What follows belongs to an exercise in optimizing a design on an open flow for small area and a short achievable clock period; a production flow would make more cautious choices. Only simulation tests tie the RTL to the original design; equivalence was not proved. Power and IR drop assume default switching activity.

## job 9946
## DCIM
module DCIM (
    input clk,
    input rst_n,
    input in_valid,
    input [127:0] in_data1,
    input [127:0] in_data2,
    input [127:0] in_data3,
    input [127:0] in_data4,
    output reg out_valid,
    output reg [12:0] O1,
    output reg [12:0] O2,
    output reg [12:0] O3,
    output reg [12:0] O4
);
reg [5:1] v;
reg [1:0] cnt1;
reg [1:0] cnt2;
reg [1:0] cnt3;
reg [1:0] cnt4;
reg l5, l6;
reg keep1;
reg keep2;
reg keep3;
reg keep4;
always @(posedge clk or negedge rst_n) begin
    if (!rst_n) begin
        v <= 5'd0; l5 <= 1'b0; l6 <= 1'b0; out_valid <= 1'b0; O1 <= 13'd0; cnt1 <= 2'd0; keep1 <= 1'b0; O2 <= 13'd0; cnt2 <= 2'd0; keep2 <= 1'b0; O3 <= 13'd0; cnt3 <= 2'd0; keep3 <= 1'b0; O4 <= 13'd0; cnt4 <= 2'd0; keep4 <= 1'b0;
    end else begin
        v <= {v[4:1], in_valid};
        if (v[5]) begin cnt1 <= cnt1 + 2'd1; keep1 <= ~(&cnt1); end
        if (v[5]) begin cnt2 <= cnt2 + 2'd1; keep2 <= ~(&cnt2); end
        if (v[5]) begin cnt3 <= cnt3 + 2'd1; keep3 <= ~(&cnt3); end
        if (v[5]) begin cnt4 <= cnt4 + 2'd1; keep4 <= ~(&cnt4); end
        l5 <= v[5] & (&cnt1);
        l6 <= l5;
        out_valid <= l6;
        O1 <= l6 ? Q1 : 13'd0;
        O2 <= l6 ? Q2 : 13'd0;
        O3 <= l6 ? Q3 : 13'd0;
        O4 <= l6 ? Q4 : 13'd0;
    end
end
wire c1_s1 = in_data1[0] ^ in_data1[4] ^ in_data1[8];
wire c1_c1 = (in_data1[0] & in_data1[4]) | (in_data1[8] & (in_data1[0] ^ in_data1[4]));
  ...
For scale: roughly 1600 cells after synthesis, about 660 flip-flops, ~28000 µm² of cells after synthesis.
==> flow/config.mk <==
export PLATFORM = sky130hd
export DESIGN_NAME = DCIM
export DESIGN_NICKNAME = DCIM
export VERILOG_FILES = /design/flow/design.v
export SDC_FILE = /design/flow/constraint.sdc
export NUM_CORES = 4
export LEC_CHECK = 0
export CAP_MARGIN = 20
export CORE_MARGIN = 2
export CORE_UTILIZATION = 60
export CTS_CLUSTER_DIAMETER = 80
export CTS_CLUSTER_SIZE = 30
export GPL_TIMING_DRIVEN = 0
export PLACE_DENSITY = 0.7
export SETUP_SLACK_MARGIN = 0.8
export SLEW_MARGIN = 20
==> flow/constraint.sdc <==
create_clock -name core_clock -period 2.4 [get_ports {clk}]
set_input_delay 0.4800 -clock core_clock [delete_from_list [all_inputs] [get_ports {clk}]]
set_output_delay 0.4800 -clock core_clock [all_outputs]
set_load 0.01 [all_outputs]
standard.sh (not shown) runs the stock make flow with config.mk's settings and CLKGATE_MAP_FILE= SYNTH_SCRIPT=/design/flow/synth_recipe.tcl, a recipe that flattens the netlist after the stock synthesis.
==> flow/flow/run.sh <==
#!/bin/bash
# Standard ORFS layout with two changes:
#  - SYNTH_ARGS=-noabc: skip the abc -fast inside Yosys's generic synth, so the
#    full adders written in the RTL reach extract_fa in their plain polarity
#    (no inverters around every full adder); the final liberty abc still runs.
#  - port buffers use buf_1.
set -euo pipefail
bash standard.sh SYNTH_ARGS=-noabc "BUFFER_PORTS_ARGS=-buffer_cell sky130_fd_sc_hd__buf_1" finish > flow_make.log 2>&1
Job 9946 completed end to end with timing, DRC and antenna clean.
--- input diff job 9946..job 9961 ---
Settings: clearing GPL_TIMING_DRIVEN, which used to be 0; clearing PLACE_DENSITY, which used to be 0.7; swapping 60 for 55 in CORE_UTILIZATION.
[summary]
| worst setup slack | higher: job 9961 |
| instance area at placement | job 9961 vs job 9946 | ≈ equal |
In job 9961, the routed wire length came out 2100 µm below the value in job 9946.
Job 9961 against job 9946: synthesized area has remained practically unchanged; part of the power in combinational logic has decreased; sequential fraction of total cell area has remained practically unchanged.
In the reports for job 9946 and job 9961, the larger average wire per cell in the routed design belongs to job 9946.
On job 9961: maximum operating frequency is about 0.9% higher than what job 9946 gave.
Summary of job 9961 over job 9946: design area held steady; overall die width grew by 9.6 µm.
The critical path startpoint comes out O1[4] in one run and O2[7] in the other, namely in job 9961 and job 9946 respectively.
> inputs changed (job 9961 -> job 2073)
Settings: CORE_UTILIZATION changed from 55 to 60; SETUP_SLACK_MARGIN changed from 0.8 to 0.76.
==> results.txt <==
- A class of the most critical setup path of reg -> reg is what job 2073 shows, while reg -> out belongs to job 9961.
- Compared with job 9961, in job 2073 routed wire length now sits higher, upper clock frequency limit now sits at about the same level, area of combinational cells with multiple inputs now sits lower, multi-input gate count now sits at about the same level.
- A class of the tightest hold or removal check of in -> async is what job 2073 shows, while in -> reg belongs to job 9961.
- Per the comparison of job 2073 with job 9961, worst slack on hold paths fell 0.18 ns, worst path setup slack after routing fell by 0.0035 ns, cell count lower, maximum fanout encountered on the critical timing path now sits higher, register-to-register slack lower.
- Job 2073 reports a lower count of filler cells inserted in the layout than job 9961 does.
Setup changes, job 2073 to job 8399
Settings: changing SETUP_SLACK_MARGIN from 0.76 to 0.85.
[summary]
For job 2073, the critical path class was reg -> reg, unlike job 8399, where it was reg -> out. First-pass GRT wire length (higher): job 8399. Against job 2073, cell area in job 8399 came out worse. Placement-stage worst setup slack ends up lower on job 2073. On job 8399: final period demand of the worst path is 0.012 ns lower than what job 2073 gave. Going from job 2073 to job 8399, setup slack on the worst flop-to-flop path grew by 0.07 ns; via count of the routed design grew by 2.3%; final worst setup slack grew by 0.012 ns; wire length grew by 6.6%; global-route usage grew by 1.5 points. In the flow results for job 8399 and job 2073, the critical path depth is larger on job 2073.

DCIM again, from the RTL that the note above started with.
==> flow/config.mk <==
export PLATFORM = sky130hd
export DESIGN_NAME = DCIM
export DESIGN_NICKNAME = DCIM
export VERILOG_FILES = /design/flow/design.v
export SDC_FILE = /design/flow/constraint.sdc
export NUM_CORES = 4
export LEC_CHECK = 0
export ABC_AREA = 1
export CAP_MARGIN = 20
export CORE_MARGIN = 2
export CORE_UTILIZATION = 60
export CTS_CLUSTER_DIAMETER = 80
export CTS_CLUSTER_SIZE = 30
export SETUP_SLACK_MARGIN = 0.8
export SLEW_MARGIN = 20
==> flow/constraint.sdc <==
create_clock -name core_clock -period 2.4 [get_ports {clk}]
set_input_delay 0.4800 -clock core_clock [delete_from_list [all_inputs] [get_ports {clk}]]
set_output_delay 0.4800 -clock core_clock [all_outputs]
set_load 0.01 [all_outputs]
Scripts as last shown in full above: flow/flow/run.sh
Then changed:
ABC_AREA = unset   (was 1)
GPL_TIMING_DRIVEN = 0   (was unset)
Effect: Power is higher by about 7%; core utilization hardly moves; register-to-register slack got worse by 0.07 ns; wire length grows by 27%; final cell count went down by about 8%; flip-flop and latch count is unchanged; count of clock-buffer cells in the layout is lower by 4; setup slack gets better by 0.033 ns; non-clock buffer count rises by 21; global-route usage is higher by 5.1 points.

-- port drivers added, routing unchanged --
The results above use ideal ports. As a check the final layouts listed here were re-extracted and re-timed, cells and wires unchanged. Step 1 sets driving cells, clkbuf_16 on the clock port and buf_2 on the other inputs (assumed; they add their load-dependent delay and slew). Step 2 moves the port delays by t, midway between the first and last clock arrival at a register: inputs arrive t later, outputs are due t later. That takes back most of the time a late clock gives input paths. a / b / c = ideal ports / drivers / drivers and shift; a / b = the first two.
run | t, ns | setup WS [ns] | hold slack, ns | worst setup path after step 2 | pins driven straight from the clock port
job 9946 | 0.653 | 0.731 / 0.672 / 0.167 | 0.211 / 0.181 / 0.332 | input to register | 1
job 9961 | 0.655 | 0.746 / 0.685 / 0.265 | 0.197 / 0.166 / 0.323 | input to register | 1
job 2073 | 0.661 | 0.742 / 0.692 / 0.132 | 0.012 / -0.026 / 0.331 | input to register | 1
job 8399 | 0.653 | 0.754 / 0.686 / 0.187 | 0.202 / 0.159 / 0.334 | input to register | 1
the first run of note 2 | 0.649 | 0.738 / 0.680 / 0.246 | 0.197 / 0.189 / 0.322 | input to register | 1
the second run of note 2 | 0.663 | 0.771 / 0.706 / 0.157 | 0.191 / 0.173 / 0.328 | input to register | 1
After both steps setup and hold are still met in every run listed. For the second run of note 2, which loses most, drivers alone change the setup slack by -0.065 ns; drivers and shift together by -0.614 ns.
